From an optimization exercise on the open Yosys and OpenROAD flow, aimed at small area, a short achievable clock period and few clock cycles per item; shortcuts taken in it are not production practice. The RTL was checked by simulation tests, not by an equivalence proof against the original design. No driver is modelled on the clock port, so clocking that relies on it looks cheaper here than on a real chip. Power and IR drop assume default switching activity.

==> flow/design.v <==
`default_nettype none
module top #(
    parameter WIDTH = 4
) (
    input wire clk,
    input wire rst,
    input wire               in_valid,
    input wire [WIDTH*4-1:0] in_data,
    output wire              in_ready,
    output reg               out_valid,
    output reg [WIDTH*4-1:0] out_data,
    input wire               out_ready
);
    wire [3:0] a0 = in_data[3:0];
    wire [3:0] b0 = in_data[7:4];
    wire [3:0] a1 = in_data[11:8];
    wire [3:0] b1 = in_data[15:12];
    wire [7:0] p0, p1;
    wire m0_pp00 = a0[0] & b0[0];
    wire m0_pp01 = a0[0] & b0[1];
    wire m0_pp02 = a0[0] & b0[2];
    wire m0_pp03 = a0[0] & b0[3];
    wire m0_pp10 = a0[1] & b0[0];
    wire m0_pp11 = a0[1] & b0[1];
    wire m0_pp12 = a0[1] & b0[2];
    wire m0_pp13 = a0[1] & b0[3];
    wire m0_pp20 = a0[2] & b0[0];
    wire m0_pp21 = a0[2] & b0[1];
    wire m0_pp22 = a0[2] & b0[2];
    wire m0_pp23 = a0[2] & b0[3];
    wire m0_pp30 = a0[3] & b0[0];
    wire m0_pp31 = a0[3] & b0[1];
    wire m0_pp32 = a0[3] & b0[2];
    wire m0_pp33 = a0[3] & b0[3];
    wire m0_hs0 = m0_pp03 ^ m0_pp12;
    wire m0_hc0 = m0_pp03 & m0_pp12;
    wire m0_hs1 = m0_pp13 ^ m0_pp22;
    wire m0_hc1 = m0_pp13 & m0_pp22;
    wire m0_hs2 = m0_pp02 ^ m0_pp11;
    wire m0_hc2 = m0_pp02 & m0_pp11;
    wire m0_fs3 = m0_hs0 ^ m0_pp21 ^ m0_pp30;
    wire m0_fc3 = (m0_hs0 & m0_pp21) | (m0_hs0 & m0_pp30) | (m0_pp21 & m0_pp30);
    wire m0_fs4 = m0_hc0 ^ m0_hs1 ^ m0_pp31;
    wire m0_fc4 = (m0_hc0 & m0_hs1) | (m0_hc0 & m0_pp31) | (m0_hs1 & m0_pp31);
    wire m0_fs5 = m0_hc1 ^ m0_pp23 ^ m0_pp32;
    wire m0_fc5 = (m0_hc1 & m0_pp23) | (m0_hc1 & m0_pp32) | (m0_pp23 & m0_pp32);
    wire [7:0] m0_ra = {1'b0, m0_fc5, m0_fc4, m0_fc3, m0_hc2, m0_hs2, m0_pp01, m0_pp00};
    wire [7:0] m0_rb = {1'b0, m0_pp33, m0_fs5, m0_fs4, m0_fs3, m0_pp20, m0_pp10, 1'b0};
    wire [8:0] m0_c;
    assign m0_c[0] = 1'b0;
    assign p0[0] = m0_ra[0] ^ m0_rb[0] ^ m0_c[0];
    assign m0_c[1] = (m0_ra[0] & m0_rb[0]) | (m0_ra[0] & m0_c[0]) | (m0_rb[0] & m0_c[0]);
    assign p0[1] = m0_ra[1] ^ m0_rb[1] ^ m0_c[1];
    assign m0_c[2] = (m0_ra[1] & m0_rb[1]) | (m0_ra[1] & m0_c[1]) | (m0_rb[1] & m0_c[1]);
    assign p0[2] = m0_ra[2] ^ m0_rb[2] ^ m0_c[2];
    assign m0_c[3] = (m0_ra[2] & m0_rb[2]) | (m0_ra[2] & m0_c[2]) | (m0_rb[2] & m0_c[2]);
    assign p0[3] = m0_ra[3] ^ m0_rb[3] ^ m0_c[3];
    assign m0_c[4] = (m0_ra[3] & m0_rb[3]) | (m0_ra[3] & m0_c[3]) | (m0_rb[3] & m0_c[3]);
    assign p0[4] = m0_ra[4] ^ m0_rb[4] ^ m0_c[4];
    assign m0_c[5] = (m0_ra[4] & m0_rb[4]) | (m0_ra[4] & m0_c[4]) | (m0_rb[4] & m0_c[4]);
    assign p0[5] = m0_ra[5] ^ m0_rb[5] ^ m0_c[5];
    assign m0_c[6] = (m0_ra[5] & m0_rb[5]) | (m0_ra[5] & m0_c[5]) | (m0_rb[5] & m0_c[5]);
    assign p0[6] = m0_ra[6] ^ m0_rb[6] ^ m0_c[6];
    assign m0_c[7] = (m0_ra[6] & m0_rb[6]) | (m0_ra[6] & m0_c[6]) | (m0_rb[6] & m0_c[6]);
    assign p0[7] = m0_ra[7] ^ m0_rb[7] ^ m0_c[7];
    assign m0_c[8] = (m0_ra[7] & m0_rb[7]) | (m0_ra[7] & m0_c[7]) | (m0_rb[7] & m0_c[7]);
    wire m1_pp00 = a1[0] & b1[0];
    wire m1_pp01 = a1[0] & b1[1];
    wire m1_pp02 = a1[0] & b1[2];
    wire m1_pp03 = a1[0] & b1[3];
    wire m1_pp10 = a1[1] & b1[0];
    wire m1_pp11 = a1[1] & b1[1];
    wire m1_pp12 = a1[1] & b1[2];
    wire m1_pp13 = a1[1] & b1[3];
    wire m1_pp20 = a1[2] & b1[0];
    wire m1_pp21 = a1[2] & b1[1];
    wire m1_pp22 = a1[2] & b1[2];
    wire m1_pp23 = a1[2] & b1[3];
    wire m1_pp30 = a1[3] & b1[0];
    wire m1_pp31 = a1[3] & b1[1];
    wire m1_pp32 = a1[3] & b1[2];
    wire m1_pp33 = a1[3] & b1[3];
    wire m1_hs0 = m1_pp03 ^ m1_pp12;
    wire m1_hc0 = m1_pp03 & m1_pp12;
    wire m1_hs1 = m1_pp13 ^ m1_pp22;
    wire m1_hc1 = m1_pp13 & m1_pp22;
    wire m1_hs2 = m1_pp02 ^ m1_pp11;
    wire m1_hc2 = m1_pp02 & m1_pp11;
    wire m1_fs3 = m1_hs0 ^ m1_pp21 ^ m1_pp30;
    wire m1_fc3 = (m1_hs0 & m1_pp21) | (m1_hs0 & m1_pp30) | (m1_pp21 & m1_pp30);
    wire m1_fs4 = m1_hc0 ^ m1_hs1 ^ m1_pp31;
    wire m1_fc4 = (m1_hc0 & m1_hs1) | (m1_hc0 & m1_pp31) | (m1_hs1 & m1_pp31);
    wire m1_fs5 = m1_hc1 ^ m1_pp23 ^ m1_pp32;
    wire m1_fc5 = (m1_hc1 & m1_pp23) | (m1_hc1 & m1_pp32) | (m1_pp23 & m1_pp32);
    wire [7:0] m1_ra = {1'b0, m1_fc5, m1_fc4, m1_fc3, m1_hc2, m1_hs2, m1_pp01, m1_pp00};
    wire [7:0] m1_rb = {1'b0, m1_pp33, m1_fs5, m1_fs4, m1_fs3, m1_pp20, m1_pp10, 1'b0};
    wire [8:0] m1_c;
    assign m1_c[0] = 1'b0;
    assign p1[0] = m1_ra[0] ^ m1_rb[0] ^ m1_c[0];
    assign m1_c[1] = (m1_ra[0] & m1_rb[0]) | (m1_ra[0] & m1_c[0]) | (m1_rb[0] & m1_c[0]);
    assign p1[1] = m1_ra[1] ^ m1_rb[1] ^ m1_c[1];
    assign m1_c[2] = (m1_ra[1] & m1_rb[1]) | (m1_ra[1] & m1_c[1]) | (m1_rb[1] & m1_c[1]);
    assign p1[2] = m1_ra[2] ^ m1_rb[2] ^ m1_c[2];
    assign m1_c[3] = (m1_ra[2] & m1_rb[2]) | (m1_ra[2] & m1_c[2]) | (m1_rb[2] & m1_c[2]);
    assign p1[3] = m1_ra[3] ^ m1_rb[3] ^ m1_c[3];
    assign m1_c[4] = (m1_ra[3] & m1_rb[3]) | (m1_ra[3] & m1_c[3]) | (m1_rb[3] & m1_c[3]);
    assign p1[4] = m1_ra[4] ^ m1_rb[4] ^ m1_c[4];
    assign m1_c[5] = (m1_ra[4] & m1_rb[4]) | (m1_ra[4] & m1_c[4]) | (m1_rb[4] & m1_c[4]);
    assign p1[5] = m1_ra[5] ^ m1_rb[5] ^ m1_c[5];
    assign m1_c[6] = (m1_ra[5] & m1_rb[5]) | (m1_ra[5] & m1_c[5]) | (m1_rb[5] & m1_c[5]);
    assign p1[6] = m1_ra[6] ^ m1_rb[6] ^ m1_c[6];
    assign m1_c[7] = (m1_ra[6] & m1_rb[6]) | (m1_ra[6] & m1_c[6]) | (m1_rb[6] & m1_c[6]);
    assign p1[7] = m1_ra[7] ^ m1_rb[7] ^ m1_c[7];
    assign m1_c[8] = (m1_ra[7] & m1_rb[7]) | (m1_ra[7] & m1_c[7]) | (m1_rb[7] & m1_c[7]);
    assign in_ready = out_ready;
    always @(posedge clk) begin
        if (rst) begin
            out_valid <= 1'b0;
        end else if (out_ready) begin
            out_valid <= in_valid;
        end
        if (out_ready) begin
            out_data <= {p1, p0};
        end
    end
endmodule
==> flow/flow/run.sh <==
#!/bin/bash
# Standard ORFS layout (standard.sh) with these changes:
#  - synthesis maps the logic with flow/abc.script instead of ORFS's ABC
#    script; everything else in the standard synthesis is unchanged, so the
#    registers and their names are the standard synthesis's;
#  - full adders are not extracted into fa/ha cells, so ABC maps the adder
#    trees itself, and ABC sizes the logic for inputs driven by buf_2, the
#    port buffer used below;
#  - every port gets a plain buf_2 buffer instead of the delay buffer that
#    buffer_ports picks by default; after global placement flow/post_gpl.tcl
#    makes the buffers of ports with slack to spare buf_1, and out_ready's,
#    which drives every register enable and in_ready, buf_4.
# Each tool's full log is in orfs/logs/; make's output is in flow.log.
set -euo pipefail
W=$PWD
cat > "$W/own_synth.tcl" <<EOT
proc abc {args} {
  set i [lsearch -exact \$args -script]
  if {\$i >= 0} { lset args [expr {\$i + 1}] $W/flow/abc.script }
  yosys abc {*}\$args
}
source $W/synth_recipe.tcl
EOT
bash standard.sh "SYNTH_SCRIPT=$W/own_synth.tcl" "ADDER_MAP_FILE=" \
  "ABC_DRIVER_CELL=sky130_fd_sc_hd__buf_2" \
  "BUFFER_PORTS_ARGS=-buffer_cell sky130_fd_sc_hd__buf_2" \
  "POST_GLOBAL_PLACE_TCL=$W/flow/post_gpl.tcl" \
  "SETUP_SLACK_MARGIN=1.72" "SETUP_MOVE_SEQUENCE=sizeup,swap" finish > flow.log 2>&1
==> flow/flow/abc.script <==
strash
&get -n
&st
&if -g -K 5
&st
&dch
&put
map -D 1000
upsize -D 1000
dnsize -D 1000
==> flow/flow/post_gpl.tcl <==
# Port buffers, after global placement. buffer_ports gave every port a buf_2.
proc port_buffer {port} {
  set net [get_nets [get_full_name $port]]
  foreach pin [get_pins -of_objects $net] {
    set inst [get_cells -of_objects $pin]
    set cell [get_property [get_lib_cells -of_objects $inst] name]
    if {[string match sky130_fd_sc_hd__buf_* $cell]} { return $inst }
  }
  return ""
}
proc set_port_buffer {ports cell} {
  foreach port [get_ports $ports] {
    set inst [port_buffer $port]
    if {$inst ne ""} {
      puts "post_gpl: [get_full_name $port]: [get_full_name $inst] -> $cell"
      replace_cell $inst $cell
    }
  }
}
# The outputs driven straight from registers, and the inputs that only feed
# out_valid's register, have slack to spare: the smallest buffer will do.
set_port_buffer {out_data[*] out_valid rst in_valid} sky130_fd_sc_hd__buf_1
# out_ready drives every register's enable and, through in_ready's buffer,
# the in_ready port: a stronger buffer shortens the out_ready-to-in_ready path.
set_port_buffer {out_ready} sky130_fd_sc_hd__buf_6
==> flow/standard.sh <==
#!/bin/bash
# synth_recipe.tcl (not shown) runs the flow's synth.tcl, then flattens the netlist and writes it again
# the make line also repeats each setting of config.mk as NAME=value (left out here)
make -C /OpenROAD-flow-scripts/flow DESIGN_CONFIG=/design/flow/config.mk WORK_HOME=/design/flow/orfs CLKGATE_MAP_FILE= SYNTH_SCRIPT=/design/flow/synth_recipe.tcl "${@:-finish}"
==> flow/config.mk <==
export PLATFORM = sky130hd
export DESIGN_NAME = top
export DESIGN_NICKNAME = top
export VERILOG_FILES = /design/flow/design.v
export SDC_FILE = /design/flow/constraint.sdc
export NUM_CORES = 4
export LEC_CHECK = 0
export CAP_MARGIN = 20
export CORE_MARGIN = 2
export CORE_UTILIZATION = 40
export SLEW_MARGIN = 20
==> flow/constraint.sdc <==
create_clock -name core_clock -period 3.5 [get_ports {clk}]
set_input_delay 0.7000 -clock core_clock [delete_from_list [all_inputs] [get_ports {clk}]]
set_output_delay 0.7000 -clock core_clock [all_outputs]
set_load 0.01 [all_outputs]
==> results of run 1 <==
## how the worst min path moves through the flow
stage               startpoint        end  slack, ps
global placement     out_valid  out_valid        470
global route               rst  out_valid        560
CTS                  out_valid  out_valid        530
floorplan            out_valid  out_valid        530
detailed placement   out_valid  out_valid        500
finish               out_valid  out_valid        510
## layout by cell type, fill, tap and decap left out, drive strengths merged
cell type	synthesis	layout
clkinv	17	16
nand4	2	2
a22oi	5	5
dfxtp	1	1
a21oi	6	6
and2	2	2
inv	4	5
nor2	22	22
a21o	2	2
mux2i	1	1
edfxtp	16	16
nand3	14	14
or2	2	2
xor2	4	4
clkbuf	0	4
buf	1	37
o21ai	4	4
o21a	2	2
a31oi	2	2
xnor2	6	6
nand2	65	65
o2bb2ai	2	2
## worst max-delay path: stages
cell       delay, ps
buf_2            150
nand2_4           80
o21ai_4          190
inv_2             50
nand2_2           70
nand2_2           70
nand2_2           70
nand4_1          130
nand3_2          120
o2bb2ai_2        100
nand2_1           60
## metrics by stage
stage	power [mW]	hold WS, ps	util (%)
2_1_floorplan	0.386	528	-
3_3_place_gp	0.451	470	56.5
3_5_place_dp	0.448	501	55.9
4_1_cts	0.560	525	57.5
5_1_grt	0.619	555	63.1
6_report	0.580	515	63.1
## report_power, final
part / total (mW) / internal, mW / switching [mW]
Clock: 0.109 / 0.0443 / 0.0650
Sequential: 0.259 / 0.253 / 0.00601
Combinational: 0.212 / 0.0861 / 0.126
Total: 0.580 / 0.384 / 0.197
## logic make-up (layout without fill, tap and decap cells)
| kind of cell | after synthesis | in the layout | share of synthesized area, % |
|---|---|---|---|
| XOR/XNOR | 10 | 10 | 6.83 |
| AND/OR/NAND/NOR | 107 | 107 | 34.8 |
| AO/OA/AOI/OAI | 23 | 23 | 11.8 |
| flip-flops | 17 | 17 | 39.0 |
| multiplexers | 1 | 1 | 0.781 |
| buffers and inverters | 22 | 62 | 6.73 |
## registers in the layout, summed over array words and instances, names as in the netlist
name and count:
out_data 16, out_valid 1
## cell type report
class                      instances  area share, %
tap                               44           2.86
timing repair buffer              37           12.7
clock buffer                       4           1.36
sequential                        17           26.0
inverter                          21           4.61
multi-input combinational        141           52.5
## repair_timing
action / in CTS / in global routing
resized for setup: 8 / 56
hold buffers: 0 / 0
buffers inserted: 0 / 0
endpoints found under the setup margin: 3 / 6
pin swaps: 2 / 20
## routing by layer
layer  share of wire (%)  wire length (um)
met3                 3.9               112
met1                  48              1360
met2                  47              1330
met5                   0                 0
met4                0.99                28
==> results by group, run 1 <==
Floorplanning
  • # rows: 20
  • Starting Density: approximately 42%
  • DIE HEIGHT: 60.6 um
  • Top Ports: 38
  • Placeable Area: 0.00305 mm2
  • Area of the die: 0.00368 mm2
  • Width of the die: 60.6 um

Logic synthesis
  • Synth top cells by count: 62 x nand2_1, 22 x nor2_1, 17 x clkinv_1, 16 x edfxtp_1, 13 x nand3_1
  • Post-synthesis cell type count: 25
  • Async S/R FF share, synth: 0%
  • Syn Inst Count: 180
  • Avg Inst Size Synth: 7.12 um2
  • Synthesis-stage register bit count: 17
  • Synth top area share: 37.5%
  • Primary FF master, synth: edfxtp_1
  • Sequential fraction of the synthesis area: 39.0%
  • Top area cells in the synthesized netlist: edfxtp_1 37%, nand2_1 18%, nor2_1 6.4%
  • Post-synth top area cell: edfxtp_1
  • Number of enable flip-flop cells after synthesis: 16
  • Syn Std Cell Area: 0.00128 mm2
  • Yosys Warn Count: 1
  • Synth Net Count: 200
  • Top-count cell post-synth: nand2_1

STA
  • Fmax: between 500 and 600 MHz
  • Final setup violation count: 0
  • RSZ-0062 raised after global routing: yes
  • Final setup margin: 1740 ps
  • Fin. Hold Viols: 0
  • Final period utilization: 50.2%
  • Setup Skew: 0 ps
  • Slew of the pin with the lowest slew margin: 336 ps
  • Fin Setup TNS: 0 ps
  • Slew Limit Fails: 0
  • Final min period: 1760 ps
  • Slew margin rel.: 77.6%

Detailed routing
  • Starting DRT DRC Count: 31
  • Routed Antenna Nets: 0
  • WL final: 2.84 mm
  • Post-DR wirelength/cell: 10.7 um
  • Drt pass-1 iters: 4
  • DRC: 0
  • Via count: 1288
  • Vias per cell: 4.88

Placed design
  • I/O Buffers: 37
  • Number of cells after detailed placement: 260
  • Placed Area: 0.00171 mm2
  • Setup Slack @ Placement: 1320 ps
  • Final HPWL DP: 2.15 mm

GRT
  • GR Util All Layers: 16.5%
  • Global routing usage on met1: 23.9%
  • Most Used Layer, Global Route: met2
  • Initial antenna violation count: 0
  • M2 GR Usage: 25.0%
  • First-pass GRT wire length: 4.55 mm
  • Number of global-route vias before repair: ~1100
  • Largest net degree at the start of global routing: 19
  • GR Overflow Total: 0
  • M3 GR Usage: 3.20%

Layout
  • Multi-input logic area: 0.00101 mm2
  • Final Cell Area: slightly below 0.002 mm2
  • Storage cell area: 500 um2
  • Inserted Diodes: 0
  • Area Overhead vs Synth: 50.2%
  • Cell Count, Final, Fillers Out: 264
  • Nets: around 240
  • Share of layout cells above drive strength 1: 41.8%
  • Filler instances: 283

Flow run
  • Max-cap check violation count: 0

Power and ir drop
  • Leak Pwr: 0.785 nW
  • Power density cells: about 300 mW/mm2
  • Peak VDD IR: 0.146 mV

CTS
  • Longest Clk Path Bufs: 2
  • Reg clk slew, reported paths: 100 ps
  • Num CTS Buffers: 3
  • CTS H-Tree Depth: 1
  • Clock Sinks: 17
  • CTS tree: built
  • Clock latency on the worst-skew pair: 290 ps
  • Clock Tree Root: clkbuf_4

Min path
  • Min-Delay Path Depth: 2
  • Min-Delay Path Class: reg -> reg

Critical path
  • Critical path fanouts, max: 6
  • CP Data Required Time: 3550 ps
  • Worst r2r path cells: 2
  • Internal reg-to-reg setup slack: approximately 2900 ps
  • Worst EP arrival: roughly 1800 ps
  • Setup CP Type: in -> reg
  • Critical path destination: out_data[6]
  • Crit path launch type: input pin
  • Crit end category: register
  • Reg-to-Reg End: out_valid
  • Reg-to-Reg Start: out_valid
  • Critical path origin: in_data[7]

Outcome
  • Status: complete, no violations
Testbench counts, summed over its fixed seeds: cycles 3,208, items 3,200.
==> run 2, diff against run 1 <==
--- a/flow/flow/run.sh
+++ b/flow/flow/run.sh
@@ -25,4 +25,4 @@
   "ABC_DRIVER_CELL=sky130_fd_sc_hd__buf_2" \
   "BUFFER_PORTS_ARGS=-buffer_cell sky130_fd_sc_hd__buf_2" \
   "POST_GLOBAL_PLACE_TCL=$W/flow/post_gpl.tcl" \
-  "SETUP_SLACK_MARGIN=1.72" "SETUP_MOVE_SEQUENCE=sizeup,swap" finish > flow.log 2>&1
+  "POST_CTS_TCL=$W/flow/post_cts.tcl" finish > flow.log 2>&1
==> flow/flow/post_cts.tcl (new file) <==
# After clock tree synthesis, with the placement known: upsize gates on the
# paths with less than 1.78 ns of setup slack, then legalize the placement.
repair_timing -setup -setup_margin 1.78 -sequence sizeup,swap -skip_last_gasp -verbose
detailed_placement
check_placement -verbose
==> run 2 against run 1 <==
Against the previous run:
- still clean
- sequential cell count unchanged
- synthesized area unchanged
- clock power decreased by 7%
- fmax decreased by 1.4%
- critical endpoint is now out_data[14]
- highest routed layer unchanged
==> results by group, run 2 <==
Outcome
  • Status: complete, no violations (unchanged)

Layout
  • Most flop-heavy register: out_data (unchanged)
  • Commonest non-fill, non-tap cell in the layout: nand2_1 (unchanged)
  • Area Overhead vs Synth: 37.8% (was 50.2%)
  • Biggest regs: out_data (16), out_valid (1) (unchanged)
  • Share of layout cells above drive strength 1: 35.5% (was 41.8%)
  • Nets: 241 (unchanged)
  • Inserted Diodes: 0 (unchanged)
  • Most frequent cells in the layout: 44 x nand2_1, 19 x buf_1, 16 x edfxtp_1 (was 35 x nand2_1, 19 x nand2_2, 19 x buf_1)
  • Post-layout util: 57.9% (was 63.1%)
  • Max reg flops: 16 (unchanged)

Logic synthesis
  • Async S/R FF share, synth: 0% (unchanged)
  • Number of enable flip-flop cells after synthesis: 16 (unchanged)
  • Top-count cell post-synth: nand2_1 (unchanged)
  • Primary FF master, synth: edfxtp_1 (unchanged)
  • Post-synthesis cell type count: 25 (unchanged)
  • Synth top area share: 37.5% (unchanged)
  • Top area cells in the synthesized netlist: edfxtp_1 37%, nand2_1 18%, nor2_1 6.4% (unchanged)
  • Avg Inst Size Synth: 7.12 um2 (unchanged)
  • Synth top cells by count: 62 x nand2_1, 22 x nor2_1, 17 x clkinv_1, 16 x edfxtp_1, 13 x nand3_1 (unchanged)
  • Yosys Warn Count: 1 (unchanged)
  • Sequential fraction of the synthesis area: 39.0% (unchanged)
  • Post-synth top area cell: edfxtp_1 (unchanged)
  • Syn Std Cell Area: 0.00128 mm2 (unchanged)
  • Synthesis-stage register bit count: 17 (unchanged)
  • Syn Inst Count: 180 (unchanged)
  • Synth Net Count: 200 (unchanged)

STA
  • RSZ-0062 raised after global routing: no (was yes)
  • Fin. Hold Viols: 0 (unchanged)
  • Slew of the pin with the lowest slew margin: 306 ps (was 336 ps)
  • Slew margin rel.: 79.5% (was 77.6%)
  • Final min period: 1780 ps (was 1760 ps)
  • Final setup violation count: 0 (unchanged)
  • Final period utilization: 50.9% (was 50.2%)
  • Fmax: 562 MHz (was 569 MHz)
  • Slew Limit Fails: 0 (unchanged)
  • Setup Skew: 0 ps (unchanged)
  • Final setup margin: 1720 ps (was 1740 ps)
  • Fin Setup TNS: 0 ps (unchanged)

Critical path
  • Crit path launch type: input pin (unchanged)
  • Worst path cell trace: buf_2 -> nand2_2 -> nor2_2 -> nor2_2 -> nand2_1 -> nand2_2 -> nand2_2 -> nand4_1 -> nand3_2 -> o2bb2ai_1 -> nand2_1 (was buf_2 -> nand2_4 -> o21ai_4 -> inv_2 -> nand2_2 -> nand2_2 -> nand2_2 -> nand4_1 -> nand3_2 -> o2bb2ai_2 -> nand2_1)
  • Critical Path Slowest Stage Cell: nor2_2 (was o21ai_4)
  • Worst Path Buf+Inv: 1 (was 2)
  • Worst r2r path cells: 2 (unchanged)
  • Cell repeated most along the worst path: nand2_2 (unchanged)
  • Crit end category: register (unchanged)
  • CP Data Required Time: 3550 ps (about the same)
  • Crit-path leading delay family: simple AND/OR/NAND/NOR gates (unchanged)
  • Internal reg-to-reg setup slack: 2910 ps (about the same)
  • Setup CP Type: in -> reg (unchanged)
  • Slowest Stage Delay on Critical Path: 140 ps (was 190 ps)
  • Critical path fanouts, max: 4 (was 6)
  • Worst path depth: 11 (unchanged)
  • Worst EP arrival: 1830 ps (was 1810 ps)

CTS
  • Clock Sinks: 17 (unchanged)
  • Reg clk slew, reported paths: 90 ps (was 100 ps)
  • CTS tree: built (unchanged)
  • Clock latency on the worst-skew pair: 280 ps (was 290 ps)

Detailed routing
  • Post-DR wirelength/cell: 10.8 um (was 10.7 um)
  • Drt pass-1 iters: 5 (was 4)
  • Via count: 1287 (was 1288)
  • Vias per cell: 4.88 (about the same)
  • Routed Antenna Nets: 0 (unchanged)
  • WL final: 2.85 mm (was 2.84 mm)
  • Starting DRT DRC Count: 21 (was 31)
  • DRC: 0 (unchanged)

Power and ir drop
  • Clock power frac: 18.3% (was 18.8%)
  • Internal power: 0.372 mW (was 0.384 mW)
  • Peak VDD IR: 0.174 mV (was 0.146 mV)
  • Power density cells: 313 mW/mm2 (was 301 mW/mm2)
  • Net Switching: 0.181 mW (was 0.197 mW)
  • Leak Pwr: 0.764 nW (was 0.785 nW)
  • Net Sw Frac: 32.7% (was 33.9%)
  • Combinational share of power: 34.8% (was 36.5%)
  • Sequential power share: 46.8% (was 44.7%)

Floorplanning
  • Placeable Area: 0.00305 mm2 (unchanged)
  • Width of the die: 60.6 um (unchanged)
  • Starting Density: 42.0% (unchanged)
  • # rows: 20 (unchanged)
  • DIE HEIGHT: 60.6 um (unchanged)
  • Area of the die: 0.00368 mm2 (unchanged)
  • Top Ports: 38 (unchanged)

GRT
  • Initial antenna violation count: 0 (unchanged)
  • Number of global-route vias before repair: 1166 (was 1090)
  • Largest net degree at the start of global routing: 19 (unchanged)
  • GR Overflow Total: 0 (unchanged)
  • GR Util All Layers: 16.8% (was 16.5%)
  • First-pass GRT wire length: 4.74 mm (was 4.55 mm)

Placed design
  • Setup Slack @ Placement: 1330 ps (was 1320 ps)
  • I/O Buffers: 37 (unchanged)
  • Final HPWL DP: 2.00 mm (was 2.15 mm)

Flow run
  • Max-cap check violation count: 0 (unchanged)

Min path
  • Min-Delay Path Class: reg -> reg (unchanged)
  • Min-Delay Path Depth: 2 (unchanged)
run 2: cell types whose count changed in the layout (fill, tap and decap cells not counted), sizes merged:
cell and delta:
clkinv -4, inv +5, buf -1
run 2: tightest hold or removal path, cell delays in order (launching register included):
cell and delay, ps:
dfxtp_1 340, mux2i_1 70, nor2_1 80
run 2: final timing paths:
| check | start | end |
|---|---|---|
| setup reg to reg | out_valid | out_valid |
| setup / recovery | in_data[11] | out_data[14] |
| hold / removal | out_valid | out_valid |
| hold reg to reg | out_valid | out_valid |
run 2: cell type report:
class                      count  area (um2)
timing repair buffer          37         219
inverter                      21        78.8
multi-input combinational    141         886
sequential                    17         500
tap                           44        55.1
clock buffer                   3        22.5
fill                         293        1290
clock inverter                 1        5.00
run 2: metal layers:
layer,part of all wire (%),track usage (%),vias up,routed length [um]
met5,0,0,-,0
met2,50,30.1,34,1410
met1,44,20.4,578,1270
met3,5.0,4.48,4,144
li1,-,-,671,-
met4,0.95,3.42,0,27
run 2: power by group through the flow:
stage | clock (mW) | combinational (mW) | sequential [mW]
3_5_place_dp | 0 | 0.157 | 0.264
6_report | 0.101 | 0.193 | 0.259
2_1_floorplan | 0 | 0.0905 | 0.278
5_1_grt | 0.112 | 0.214 | 0.262
3_3_place_gp | 0 | 0.161 | 0.263
run 2: kinds of logic after synthesis:
| family | after synthesis | share of synthesized area, % |
|---|---|---|
| AOI/OAI and AO/OA | 23 | 11.8 |
| xor gates and xnor gates | 10 | 6.83 |
| buffers and inverters | 22 | 6.73 |
| DFF | 17 | 39.0 |
| muxes | 1 | 0.781 |
| and+or+nand+nor | 107 | 34.8 |
run 2: through the flow:
step           instance area (um2)  hold WS, ps  power, mW  cells
2_1_floorplan                 1280          528      0.369    180
3_3_place_gp                  1520          469      0.424    260
3_5_place_dp                  1500          510      0.421    260
5_1_grt                       1770          553      0.589    264
6_report                      1770          514      0.553    264
==> run 3, diff against run 2 <==
==> flow/flow/post_cts.tcl (replaced) <==
# After clock tree synthesis, with the placement known: upsize gates on the
# paths with less than 1.74 ns of setup slack, then legalize the placement.
repair_timing -setup -setup_margin 1.74 -sequence sizeup,swap -skip_last_gasp -verbose
detailed_placement
check_placement -verbose
--- a/flow/flow/post_gpl.tcl
+++ b/flow/flow/post_gpl.tcl
@@ -22,4 +22,4 @@
 set_port_buffer {out_data[*] out_valid rst in_valid} sky130_fd_sc_hd__buf_1
 # out_ready drives every register's enable and, through in_ready's buffer,
 # the in_ready port: a stronger buffer shortens the out_ready-to-in_ready path.
-set_port_buffer {out_ready} sky130_fd_sc_hd__buf_6
+set_port_buffer {out_ready} sky130_fd_sc_hd__buf_4
==> run 3 against run 2 <==
Against the previous run:
- register-to-register slack about the same
- power is 4.0% lower
- clock power barely moved
- hold slack got worse by 4.7 ps
- first-iteration DRC count increased by 9.5%
- non-clock buffer count unchanged
- highest routed layer unchanged
==> results by group, run 3 <==
Detailed routing
  • Via count: 1248 (was 1287)
  • Post-DR wirelength/cell: 9.42 um (was 10.8 um)
  • WL final: 2.49 mm (was 2.85 mm)
  • Drt pass-1 iters: 4 (was 5)
  • Vias per cell: 4.73 (was 4.88)
  • Starting DRT DRC Count: 23 (was 21)
  • DRC: 0 (unchanged)
  • Routed Antenna Nets: 0 (unchanged)

GRT
  • GR Overflow Total: 0 (unchanged)
  • Largest net degree at the start of global routing: 19 (unchanged)
  • Initial antenna violation count: 0 (unchanged)
  • First-pass GRT wire length: 4.41 mm (was 4.74 mm)
  • Number of global-route vias before repair: 1118 (was 1166)
  • GR Util All Layers: 15.7% (was 16.8%)

Layout
  • Filler instances: 311 (was 293)
  • Storage cell area: 500 um2 (unchanged)
  • Biggest regs: out_data (16), out_valid (1) (unchanged)
  • Commonest non-fill, non-tap cell in the layout: nand2_1 (unchanged)
  • Share of layout cells above drive strength 1: 24.1% (was 35.5%)
  • Most flop-heavy register: out_data (unchanged)
  • Nets: 241 (unchanged)
  • Inserted Diodes: 0 (unchanged)
  • Most frequent cells in the layout: 55 x nand2_1, 19 x buf_1, 16 x nor2_1, 16 x edfxtp_1 (was 44 x nand2_1, 19 x buf_1, 16 x edfxtp_1)
  • Multi-input logic area: 787 um2 (was 886 um2)
  • Max reg flops: 16 (unchanged)
  • Area Overhead vs Synth: 26.4% (was 37.8%)
  • Cell Count, Final, Fillers Out: 264 (unchanged)
  • Final Cell Area: 0.00162 mm2 (was 0.00177 mm2)

Min path
  • Min-Delay Path Class: reg -> reg (unchanged)

Power and ir drop
  • Leak Pwr: 0.700 nW (was 0.764 nW)
  • Net Switching: 0.170 mW (was 0.181 mW)
  • Peak VDD IR: 0.189 mV (was 0.174 mV)
  • Sequential power share: 48.7% (was 46.8%)
  • Combinational share of power: 32.1% (was 34.8%)
  • Clock power frac: 19.2% (was 18.3%)
  • Internal power: 0.361 mW (was 0.372 mW)
  • Net Sw Frac: 32.0% (was 32.7%)
  • Power density cells: 327 mW/mm2 (was 313 mW/mm2)

Critical path
  • Critical path destination: out_data[6] (was out_data[14])
  • Critical Path Slowest Stage Cell: and2_1 (was nor2_2)
  • CP Data Required Time: 3550 ps (about the same)
  • Worst path cell trace: buf_2 -> and2_1 -> nand3_1 -> clkinv_1 -> nand2_1 -> nand2_1 -> nand2_1 -> nand4_1 -> nand3_2 -> o2bb2ai_1 -> nand2_1 (was buf_2 -> nand2_2 -> nor2_2 -> nor2_2 -> nand2_1 -> nand2_2 -> nand2_2 -> nand4_1 -> nand3_2 -> o2bb2ai_1 -> nand2_1)
  • Critical path origin: in_data[4] (was in_data[11])
  • Crit end category: register (unchanged)
  • Critical path fanouts, max: 4 (unchanged)
  • Slowest Stage Delay on Critical Path: 170 ps (was 140 ps)
  • Worst r2r path cells: 2 (unchanged)
  • Worst EP arrival: 1870 ps (was 1830 ps)
  • Internal reg-to-reg setup slack: 2920 ps (was 2910 ps)
  • Reg-to-Reg End: out_valid (unchanged)
  • Crit-path leading delay family: simple AND/OR/NAND/NOR gates (unchanged)
  • Crit path launch type: input pin (unchanged)
  • Setup CP Type: in -> reg (unchanged)
  • Reg-to-Reg Start: out_valid (unchanged)
  • Cell repeated most along the worst path: nand2_1 (was nand2_2)
  • Worst Path Buf+Inv: 2 (was 1)
  • Worst path depth: 11 (unchanged)

STA
  • Final period utilization: 51.8% (was 50.9%)
  • Slew margin rel.: 79.6% (was 79.5%)
  • Slew Limit Fails: 0 (unchanged)
  • Final min period: 1810 ps (was 1780 ps)
  • Fmax: 551 MHz (was 562 MHz)
  • RSZ-0062 raised after global routing: no (unchanged)
  • Fin Setup TNS: 0 ps (unchanged)
  • Setup Skew: 0 ps (unchanged)
  • Slew of the pin with the lowest slew margin: 306 ps (about the same)
  • Final setup margin: 1690 ps (was 1720 ps)
  • Fin. Hold Viols: 0 (unchanged)
  • Final setup violation count: 0 (unchanged)

Placed design
  • Setup Slack @ Placement: 1340 ps (was 1330 ps)
  • I/O Buffers: 37 (unchanged)
  • Final HPWL DP: 1.97 mm (was 2.00 mm)
  • Placed Area: 0.00149 mm2 (was 0.00150 mm2)
  • Number of cells after detailed placement: 260 (unchanged)

CTS
  • Clock latency on the worst-skew pair: 290 ps (was 280 ps)
  • Clock Sinks: 17 (unchanged)
  • CTS tree: built (unchanged)
  • Reg clk slew, reported paths: 90 ps (about the same)

Floorplanning
  • Top Ports: 38 (unchanged)
  • Placeable Area: 0.00305 mm2 (unchanged)
  • Area of the die: 0.00368 mm2 (unchanged)
  • DIE HEIGHT: 60.6 um (unchanged)
  • # rows: 20 (unchanged)
  • Starting Density: 42.0% (unchanged)
  • Width of the die: 60.6 um (unchanged)

Logic synthesis
  • Number of enable flip-flop cells after synthesis: 16 (unchanged)
  • Sequential fraction of the synthesis area: 39.0% (unchanged)
  • Yosys Warn Count: 1 (unchanged)
  • Top area cells in the synthesized netlist: edfxtp_1 37%, nand2_1 18%, nor2_1 6.4% (unchanged)
  • Avg Inst Size Synth: 7.12 um2 (unchanged)
  • Syn Inst Count: 180 (unchanged)
  • Synth top area share: 37.5% (unchanged)
  • Top-count cell post-synth: nand2_1 (unchanged)
  • Post-synth top area cell: edfxtp_1 (unchanged)
  • Post-synthesis cell type count: 25 (unchanged)
  • Syn Std Cell Area: 0.00128 mm2 (unchanged)
  • Synth Net Count: 200 (unchanged)
  • Async S/R FF share, synth: 0% (unchanged)
  • Primary FF master, synth: edfxtp_1 (unchanged)
  • Synthesis-stage register bit count: 17 (unchanged)
  • Synth top cells by count: 62 x nand2_1, 22 x nor2_1, 17 x clkinv_1, 16 x edfxtp_1, 13 x nand3_1 (unchanged)

Flow run
  • Max-cap check violation count: 0 (unchanged)

Outcome
  • Status: complete, no violations (unchanged)
-- run 3: power groups by stage --
stage	registers [mW]	clock network (mW)	logic [mW]
2_1_floorplan	0.278	0	0.0905
3_3_place_gp	0.263	0	0.161
3_5_place_dp	0.263	0	0.156
5_1_grt	0.262	0.113	0.195
6_report	0.259	0.102	0.170
-- run 3: how the worst min path moves through the flow --
stage / from / to / slack (ps) / cells after the start
2_1_floorplan: out_valid / out_valid / 530 / 2
3_3_place_gp: out_valid / out_valid / 470 / 2
3_5_place_dp: out_valid / out_valid / 500 / 2
5_1_grt: out_valid / out_valid / 550 / 2
6_report: out_valid / out_valid / 510 / 2
-- run 3: worst reg2reg max path: cells and delay by family (launching register included) --
family	cells	cell delay (ps)
flops	1	320
mux	1	120
simple gates	1	50
-- run 3: layer usage --
layer,global-route usage [%],wire length (um)
met1,20.2,1230
met2,25.5,1090
met3,5.76,145
met4,3.11,16
met5,0,0
-- run 3: layout make-up --
| class | instances | area share, % |
|---|---|---|
| tap | 44 | 3.40 |
| timing repair buffer | 37 | 10.6 |
| clock inverter | 1 | 0.309 |
| inverter | 21 | 4.86 |
| multi-input combinational | 141 | 48.5 |
| sequential | 17 | 30.9 |
| clock buffer | 3 | 1.39 |
-- run 3: cell families after synthesis --
group                  share of synthesized area (%)
AND/OR/NAND/NOR                                 34.8
AO/OA/AOI/OAI                                   11.8
buffers and inverters                           6.73
flip-flops                                      39.0
XOR/XNOR                                        6.83
multiplexers                                   0.781
-- run 3: through the flow --
| step | util, % | hold slack, ps | total power [mW] |
|---|---|---|---|
| final | 53.1 | 509 | 0.531 |
| after global routing | 53.1 | 553 | 0.570 |
| after detailed placement | 48.9 | 499 | 0.420 |
| after global placement | 49.6 | 469 | 0.424 |
| after floorplan | - | 528 | 0.369 |
==> run 4, diff against run 3 <==
--- a/flow/flow/run.sh
+++ b/flow/flow/run.sh
@@ -21,8 +21,12 @@
 }
 source $W/synth_recipe.tcl
 EOT
-bash standard.sh "SYNTH_SCRIPT=$W/own_synth.tcl" "ADDER_MAP_FILE=" \
-  "ABC_DRIVER_CELL=sky130_fd_sc_hd__buf_2" \
-  "BUFFER_PORTS_ARGS=-buffer_cell sky130_fd_sc_hd__buf_2" \
-  "POST_GLOBAL_PLACE_TCL=$W/flow/post_gpl.tcl" \
-  "POST_CTS_TCL=$W/flow/post_cts.tcl" finish > flow.log 2>&1
+args=("SYNTH_SCRIPT=$W/own_synth.tcl" "ADDER_MAP_FILE="
+  "ABC_DRIVER_CELL=sky130_fd_sc_hd__buf_2"
+  "BUFFER_PORTS_ARGS=-buffer_cell sky130_fd_sc_hd__buf_2"
+  "POST_GLOBAL_PLACE_TCL=$W/flow/post_gpl.tcl")
+bash standard.sh "${args[@]}" place > flow.log 2>&1
+# From clock tree synthesis on, with the placement known, repair timing by
+# upsizing gates only, aiming for setup slack of at least 1.68 ns.
+bash standard.sh "${args[@]}" "SETUP_SLACK_MARGIN=1.68" \
+  "SETUP_MOVE_SEQUENCE=sizeup,swap" finish >> flow.log 2>&1
removed: flow/flow/post_cts.tcl
==> run 4 against run 3 <==
Against the previous run:
- die area stayed put
- largest cell class unchanged
- still clean on timing, DRC and antenna
- setup slack improved by 40 ps
- first-iteration DRC count fell by 8.7%
- clock-buffer cell count stayed put
==> results by group, run 4 <==
CTS
  • Hold buffers post-CTS: 0
  • CTS H-Tree Depth: 1
  • Reg clk slew, reported paths: 90 ps (about the same)
  • Clock latency on the worst-skew pair: 290 ps (about the same)
  • Clock Tree Root: clkbuf_4
  • Clock Sinks: 17 (unchanged)
  • Num CTS Buffers: 3
  • CTS tree: built (unchanged)
  • Longest Clk Path Bufs: 2

Floorplanning
  • Starting Density: 42.0% (unchanged)
  • Width of the die: 60.6 um (unchanged)
  • Top Ports: 38 (unchanged)
  • DIE HEIGHT: 60.6 um (unchanged)
  • # rows: 20 (unchanged)
  • Placeable Area: 0.00305 mm2 (unchanged)
  • Area of the die: 0.00368 mm2 (unchanged)

Logic synthesis
  • Synthesis-stage register bit count: 17 (unchanged)
  • Sequential fraction of the synthesis area: 39.0% (unchanged)
  • Yosys Warn Count: 1 (unchanged)
  • Top-count cell post-synth: nand2_1 (unchanged)
  • Synth top cells by count: 62 x nand2_1, 22 x nor2_1, 17 x clkinv_1, 16 x edfxtp_1, 13 x nand3_1 (unchanged)
  • Top area cells in the synthesized netlist: edfxtp_1 37%, nand2_1 18%, nor2_1 6.4% (unchanged)
  • Post-synthesis cell type count: 25 (unchanged)
  • Avg Inst Size Synth: 7.12 um2 (unchanged)
  • Syn Std Cell Area: 0.00128 mm2 (unchanged)
  • Synth top area share: 37.5% (unchanged)
  • Synth Net Count: 200 (unchanged)
  • Async S/R FF share, synth: 0% (unchanged)
  • Syn Inst Count: 180 (unchanged)
  • Primary FF master, synth: edfxtp_1 (unchanged)
  • Post-synth top area cell: edfxtp_1 (unchanged)
  • Number of enable flip-flop cells after synthesis: 16 (unchanged)

STA
  • Fmax: 563 MHz (was 551 MHz)
  • Fin Setup TNS: 0 ps (unchanged)
  • Final min period: 1770 ps (was 1810 ps)
  • Final setup violation count: 0 (unchanged)
  • Fin. Hold Viols: 0 (unchanged)
  • Worst hold margin: 510 ps (was 509 ps)
  • Slew Limit Fails: 0 (unchanged)
  • Slew of the pin with the lowest slew margin: 313 ps (was 306 ps)
  • Setup Skew: 0 ps (unchanged)
  • Final period utilization: 50.7% (was 51.8%)
  • RSZ-0062 raised after global routing: yes (was no)
  • Final setup margin: 1730 ps (was 1690 ps)
  • Slew margin rel.: 79.1% (was 79.6%)

Detailed routing
  • WL final: 2.96 mm (was 2.49 mm)
  • Vias per cell: 4.99 (was 4.73)
  • Post-DR wirelength/cell: 11.2 um (was 9.42 um)
  • Via count: 1318 (was 1248)
  • Starting DRT DRC Count: 21 (was 23)
  • DRC: 0 (unchanged)
  • Routed Antenna Nets: 0 (unchanged)
  • Drt pass-1 iters: 4 (unchanged)

Critical path
  • Internal reg-to-reg setup slack: 2920 ps (about the same)
  • Critical path fanouts, max: 4 (unchanged)
  • Crit end category: register (unchanged)
  • Worst EP arrival: 1830 ps (was 1870 ps)
  • CP Data Required Time: 3560 ps (was 3550 ps)
  • Crit path launch type: input pin (unchanged)
  • Setup CP Type: in -> reg (unchanged)

Layout
  • Area Overhead vs Synth: 44.6% (was 26.4%)
  • Commonest non-fill, non-tap cell in the layout: nand2_1 (unchanged)
  • Max reg flops: 16 (unchanged)
  • Post-layout util: 60.7% (was 53.1%)
  • Final Cell Area: 0.00185 mm2 (was 0.00162 mm2)
  • Nets: 241 (unchanged)
  • Share of layout cells above drive strength 1: 43.2% (was 24.1%)
  • Most flop-heavy register: out_data (unchanged)
  • Inserted Diodes: 0 (unchanged)
  • Biggest regs: out_data (16), out_valid (1) (unchanged)
  • Most frequent cells in the layout: 33 x nand2_1, 23 x nand2_2, 19 x buf_1 (was 55 x nand2_1, 19 x buf_1, 16 x nor2_1, 16 x edfxtp_1)

GRT
  • Initial antenna violation count: 0 (unchanged)
  • Largest net degree at the start of global routing: 19 (unchanged)
  • Number of global-route vias before repair: 1049 (was 1118)
  • GR Overflow Total: 0 (unchanged)
  • GR Util All Layers: 14.5% (was 15.7%)
  • First-pass GRT wire length: 4.08 mm (was 4.41 mm)

Min path
  • Min-Delay Path Class: reg -> reg (unchanged)

Outcome
  • Status: complete, no violations (unchanged)

Placed design
  • I/O Buffers: 37 (unchanged)
  • Final HPWL DP: 1.97 mm (unchanged)
  • Placed Area: 0.00149 mm2 (unchanged)
  • Setup Slack @ Placement: 1340 ps (unchanged)

Power and ir drop
  • Power density cells: 306 mW/mm2 (was 327 mW/mm2)
  • Peak VDD IR: 0.191 mV (was 0.189 mV)
  • Leak Pwr: 0.798 nW (was 0.700 nW)

Flow run
  • Max-cap check violation count: 0 (unchanged)
[run 4: cell counts after synthesis]
No cell type changed its count.
[run 4: layer usage]
metal | global-route usage, % | part of all wire, %
met5 | 0 | 0
met4 | 2.17 | 2.1
met3 | 5.76 | 5.9
met2 | 23.5 | 50
met1 | 18.9 | 42
[run 4: final timing paths]
kind / from / to / cells past startpoint
max: in_data[12] / out_data[14] / 12
min: out_valid / out_valid / 2
max reg2reg: out_valid / out_valid / 2
min reg2reg: out_valid / out_valid / 2
[run 4: worst max-delay path, cell delays in order]
cell and delay, ps:
buf_4 130, nand2_2 100, nor2_4 60, nor2_4 130
inv_2 40, nand2_2 70, nand2_2 80, nand2_2 80
nand4_1 140, nand3_2 130, o2bb2ai_2 110, nand2_1 60
[run 4: what timing repair did]
item                       4_1_cts  5_1_grt
resized for setup                1      115
hold endpoints to repair         0        0
setup endpoints to repair        1        8
setup buffers                    0        0
pin swaps                        0       33
[run 4: final cells by class]
class | instances | area [um2]
fill | 282 | 1200
multi-input combinational | 141 | 950
sequential | 17 | 500
timing repair buffer | 37 | 243
inverter | 21 | 78.8
tap | 44 | 55.1
clock buffer | 3 | 22.5
clock inverter | 1 | 5.00
[run 4: kinds of logic (layout without fill, tap and decap cells)]
group / Yosys count / count (layout) / share of synthesized area, %
AND/OR/NAND/NOR: 107 / 107 / 34.8
XOR/XNOR: 10 / 10 / 6.83
multiplexers: 1 / 1 / 0.781
buffers and inverters: 22 / 62 / 6.73
flip-flops: 17 / 17 / 39.0
AO/OA/AOI/OAI: 23 / 23 / 11.8
[run 4: power breakdown]
part	switching (mW)	internal (mW)	leakage (nW)	total [mW]
Clock	0.0610	0.0426	0.0177	0.104
Combinational	0.123	0.0825	0.617	0.206
Sequential	0.00564	0.253	0.164	0.259
[run 4: stage by stage]
| stage | total power [mW] | instances |
|---|---|---|
| after CTS | 0.525 | 264 |
| after global routing | 0.603 | 264 |
| after global placement | 0.424 | 260 |
| after floorplan | 0.369 | 180 |
| final | 0.568 | 264 |
| after detailed placement | 0.420 | 260 |
==> run 5, diff against run 4 <==
--- a/flow/flow/run.sh
+++ b/flow/flow/run.sh
@@ -27,6 +27,6 @@
   "POST_GLOBAL_PLACE_TCL=$W/flow/post_gpl.tcl")
 bash standard.sh "${args[@]}" place > flow.log 2>&1
 # From clock tree synthesis on, with the placement known, repair timing by
-# upsizing gates only, aiming for setup slack of at least 1.68 ns.
-bash standard.sh "${args[@]}" "SETUP_SLACK_MARGIN=1.68" \
+# upsizing gates only, aiming for setup slack of at least 1.72 ns.
+bash standard.sh "${args[@]}" "SETUP_SLACK_MARGIN=1.72" \
   "SETUP_MOVE_SEQUENCE=sizeup,swap" finish >> flow.log 2>&1
--- a/flow/flow/post_gpl.tcl
+++ b/flow/flow/post_gpl.tcl
@@ -22,4 +22,4 @@
 set_port_buffer {out_data[*] out_valid rst in_valid} sky130_fd_sc_hd__buf_1
 # out_ready drives every register's enable and, through in_ready's buffer,
 # the in_ready port: a stronger buffer shortens the out_ready-to-in_ready path.
-set_port_buffer {out_ready} sky130_fd_sc_hd__buf_4
+set_port_buffer {out_ready} sky130_fd_sc_hd__buf_6
==> run 5 against run 4 <==
Against the previous run:
- via count shrank 1.4%
- sequential share of layout area shrank 0.23 points
- clock skew is the same
- power grew 0.43%
- non-clock buffer count is the same
- critical endpoint is now out_data[6]
- largest power group unchanged
==> results by group, run 5 <==
Outcome
  • Status: complete, no violations (unchanged)

Critical path
  • Crit path launch type: input pin (unchanged)
  • Crit-path leading delay family: simple AND/OR/NAND/NOR gates (unchanged)
  • Setup CP Type: in -> reg (unchanged)
  • Critical path fanouts, max: 6 (was 4)
  • Reg-to-Reg Start: out_valid (unchanged)
  • CP Data Required Time: 3550 ps (was 3560 ps)
  • Internal reg-to-reg setup slack: 2910 ps (was 2920 ps)
  • Worst Path Buf+Inv: 1 (was 2)
  • Crit end category: register (unchanged)
  • Worst path cell trace: buf_4 -> nand2_1 -> nor2_1 -> nor2_1 -> nand2_1 -> nand3_2 -> nand4_1 -> nand3_2 -> o2bb2ai_2 -> nand2_1 (was buf_4 -> nand2_2 -> nor2_4 -> nor2_4 -> inv_2 -> nand2_2 -> nand2_2 -> nand2_2 -> nand4_1 -> nand3_2 -> o2bb2ai_2 -> nand2_1)
  • Worst r2r path cells: 2 (unchanged)
  • Cell repeated most along the worst path: nand2_1 (was nand2_2)
  • Reg-to-Reg End: out_valid (unchanged)
  • Critical path origin: in_data[7] (was in_data[12])
  • Slowest Stage Delay on Critical Path: 180 ps (was 140 ps)
  • Worst EP arrival: 1800 ps (was 1830 ps)
  • Critical Path Slowest Stage Cell: nor2_1 (was nand4_1)

STA
  • Final min period: 1740 ps (was 1770 ps)
  • Fmax: 573 MHz (was 563 MHz)
  • Fin Setup TNS: 0 ps (unchanged)
  • Final period utilization: 49.8% (was 50.7%)
  • Fin. Hold Viols: 0 (unchanged)
  • RSZ-0062 raised after global routing: yes (unchanged)
  • Slew Limit Fails: 0 (unchanged)
  • Worst hold margin: 514 ps (was 510 ps)
  • Slew of the pin with the lowest slew margin: 348 ps (was 313 ps)
  • Setup Skew: 0 ps (unchanged)
  • Final setup violation count: 0 (unchanged)
  • Slew margin rel.: 76.8% (was 79.1%)

CTS
  • Reg clk slew, reported paths: 90 ps (about the same)
  • Clock Sinks: 17 (unchanged)
  • Clock Tree Root: clkbuf_4 (unchanged)
  • CTS tree: built (unchanged)
  • Num CTS Buffers: 3 (unchanged)
  • CTS H-Tree Depth: 1 (unchanged)
  • Hold buffers post-CTS: 0 (unchanged)
  • Longest Clk Path Bufs: 2 (unchanged)
  • Clock latency on the worst-skew pair: 290 ps (about the same)

Floorplanning
  • DIE HEIGHT: 60.6 um (unchanged)
  • Area of the die: 0.00368 mm2 (unchanged)
  • Placeable Area: 0.00305 mm2 (unchanged)
  • Top Ports: 38 (unchanged)
  • Width of the die: 60.6 um (unchanged)
  • # rows: 20 (unchanged)
  • Starting Density: 42.0% (unchanged)

Logic synthesis
  • Primary FF master, synth: edfxtp_1 (unchanged)
  • Async S/R FF share, synth: 0% (unchanged)
  • Top area cells in the synthesized netlist: edfxtp_1 37%, nand2_1 18%, nor2_1 6.4% (unchanged)
  • Syn Std Cell Area: 0.00128 mm2 (unchanged)
  • Post-synth top area cell: edfxtp_1 (unchanged)
  • Synthesis-stage register bit count: 17 (unchanged)
  • Top-count cell post-synth: nand2_1 (unchanged)
  • Synth top cells by count: 62 x nand2_1, 22 x nor2_1, 17 x clkinv_1, 16 x edfxtp_1, 13 x nand3_1 (unchanged)
  • Number of enable flip-flop cells after synthesis: 16 (unchanged)
  • Syn Inst Count: 180 (unchanged)
  • Avg Inst Size Synth: 7.12 um2 (unchanged)
  • Synth Net Count: 200 (unchanged)
  • Sequential fraction of the synthesis area: 39.0% (unchanged)
  • Synth top area share: 37.5% (unchanged)
  • Yosys Warn Count: 1 (unchanged)
  • Post-synthesis cell type count: 25 (unchanged)

Placed design
  • Final HPWL DP: 2.00 mm (was 1.97 mm)
  • I/O Buffers: 37 (unchanged)
  • Number of cells after detailed placement: 260 (unchanged)

Power and ir drop
  • Power density cells: 305 mW/mm2 (was 306 mW/mm2)
  • Peak VDD IR: 0.247 mV (was 0.191 mV)
  • Net Switching: 0.191 mW (was 0.190 mW)
  • Leak Pwr: 0.811 nW (was 0.798 nW)
  • Clock power frac: 18.3% (was 18.2%)
  • Combinational share of power: 36.3% (was 36.2%)
  • Net Sw Frac: 33.5% (was 33.4%)
  • Sequential power share: 45.4% (was 45.6%)
  • Internal power: 0.379 mW (was 0.378 mW)

GRT
  • Number of global-route vias before repair: 1126 (was 1049)
  • Largest net degree at the start of global routing: 19 (unchanged)
  • First-pass GRT wire length: 4.45 mm (was 4.08 mm)
  • GR Util All Layers: 15.7% (was 14.5%)
  • Initial antenna violation count: 0 (unchanged)
  • GR Overflow Total: 0 (unchanged)

Layout
  • Max reg flops: 16 (unchanged)
  • Most flop-heavy register: out_data (unchanged)
  • Cell Count, Final, Fillers Out: 264 (unchanged)
  • Share of layout cells above drive strength 1: 44.1% (was 43.2%)
  • Biggest regs: out_data (16), out_valid (1) (unchanged)
  • Inserted Diodes: 0 (unchanged)
  • Nets: 241 (unchanged)
  • Filler instances: 274 (was 282)
  • Area Overhead vs Synth: 45.9% (was 44.6%)
  • Post-layout util: 61.3% (was 60.7%)
  • Commonest non-fill, non-tap cell in the layout: nand2_1 (unchanged)
  • Most frequent cells in the layout: 32 x nand2_1, 22 x nand2_2, 19 x buf_1 (was 33 x nand2_1, 23 x nand2_2, 19 x buf_1)

Detailed routing
  • Vias per cell: 4.92 (was 4.99)
  • WL final: 2.97 mm (was 2.96 mm)
  • Starting DRT DRC Count: 16 (was 21)
  • Via count: 1299 (was 1318)
  • Post-DR wirelength/cell: 11.3 um (was 11.2 um)
  • Drt pass-1 iters: 4 (unchanged)
  • Routed Antenna Nets: 0 (unchanged)
  • DRC: 0 (unchanged)

Min path
  • Min-Delay Path Class: reg -> reg (unchanged)
  • Min-delay src: out_valid (unchanged)
  • Min-Delay Path Depth: 2 (unchanged)
  • Endpoint, Worst Hold: out_valid (unchanged)

Flow run
  • Max-cap check violation count: 0 (unchanged)
## run 5: cell types whose count changed in the layout (fill, tap and decap cells not counted), sizes merged
cell / previous run / this run
inv: 13 / 11
buf: 36 / 37
clkinv: 9 / 11
clkbuf: 4 / 3
## run 5: cell families (layout without fill, tap and decap cells)
logic type	count (synthesis)	count (layout)	synth area share, %
and+or+nand+nor	107	107	34.8
muxes	1	1	0.781
xor gates and xnor gates	10	10	6.83
buffers and inverters	22	62	6.73
DFF	17	17	39.0
AOI/OAI and AO/OA	23	23	11.8
## run 5: worst max-delay path by stage
stage	endpoint	cells past startpoint	slack [ps]
global route	out_data[14]	12	1680
floorplan	out_data[6]	10	1640
finish	out_data[6]	10	1760
CTS	out_data[6]	12	1720
detailed placement	out_data[6]	11	1330
global placement	out_data[6]	11	1350
## run 5: per-stage QoR
| stage | cell area, um2 | power, mW | setup WS (ps) |
|---|---|---|---|
| 5_1_grt | 1870 | 0.604 | 1680 |
| 4_1_cts | 1650 | 0.540 | 1720 |
| 2_1_floorplan | 1280 | 0.369 | 1640 |
| 6_report | 1870 | 0.571 | 1760 |
| 3_3_place_gp | 1520 | 0.424 | 1350 |
| 3_5_place_dp | 1500 | 0.421 | 1330 |
## run 5: repair_timing
item | 4_1_cts | 5_1_grt
buffers inserted | 0 | 0
endpoints found under the hold margin | 0 | 0
pin swaps | 15 | 30
cloned | 0 | 0
gates resized for setup | 38 | 77
setup endpoints to repair | 2 | 8
## run 5: layer usage
metal | vias to the layer above | GRT usage, % | routed length (um)
met4 | 0 | 3.11 | 39
met1 | 584 | 19.7 | 1300
li1 | 671 | - | -
met2 | 36 | 27.0 | 1470
met5 | - | 0 | 0
met3 | 8 | 4.48 | 163
## run 5: layout make-up
cell class	count	area (um2)	area share (%)
clock inverter	1	5.00	0.268
inverter	21	81.3	4.35
sequential	17	500	26.8
tap	44	55.1	2.94
clock buffer	3	22.5	1.20
timing repair buffer	37	243	13.0
multi-input combinational	141	963	51.5
## run 5: worst min-delay path, stage by stage (launching register included)
cell,delay [ps]
dfxtp_1,340
mux2i_1,70
nor2_1,80
## run 5: power by group through the flow
stage               registers (mW)  logic (mW)  clock network [mW]
detailed placement           0.264       0.157                   0
global placement             0.263       0.161                   0
finish                       0.259       0.207               0.104
global route                 0.262       0.229               0.114
floorplan                    0.278      0.0905                   0
CTS                          0.260       0.174               0.107

## what the ideal ports hide
The flow's constraints put no driver on any port. The routed layouts listed below were extracted and timed again, unchanged, in two steps. Step 1 (the two cells are an assumption about what drives the block):
set clk [get_ports {clk}]
set_driving_cell -lib_cell sky130_fd_sc_hd__clkbuf_16 $clk
set_driving_cell -lib_cell sky130_fd_sc_hd__buf_2 [delete_from_list [all_inputs] $clk]
Step 2 times the ports against the registers' clock, not the clock port: input delays grow and output delays shrink by t, the midpoint of the rising clock arrivals with the driver on. a / b / c = ideal / step 1 / step 2; a / b = the first two.
| run | t, ns | setup WS [ns] | worst setup path after step 2 | cell pins on the clock port's net |
|---|---|---|---|---|
| run 1 | 0.313 | 1.743 / 1.719 / 1.408 | input to register | 1 |
| run 2 | 0.304 | 1.719 / 1.710 / 1.405 | input to register | 1 |
| run 3 | 0.307 | 1.686 / 1.688 / 1.381 | input to register | 1 |
| run 4 | 0.310 | 1.725 / 1.709 / 1.398 | input to register | 1 |
| run 5 | 0.311 | 1.756 / 1.717 / 1.443 | input to register | 1 |
After both steps setup and hold are still met in every run listed. The setup slack of run 1, which loses most, moves by -0.024 ns with the drivers and by -0.335 ns with both steps.
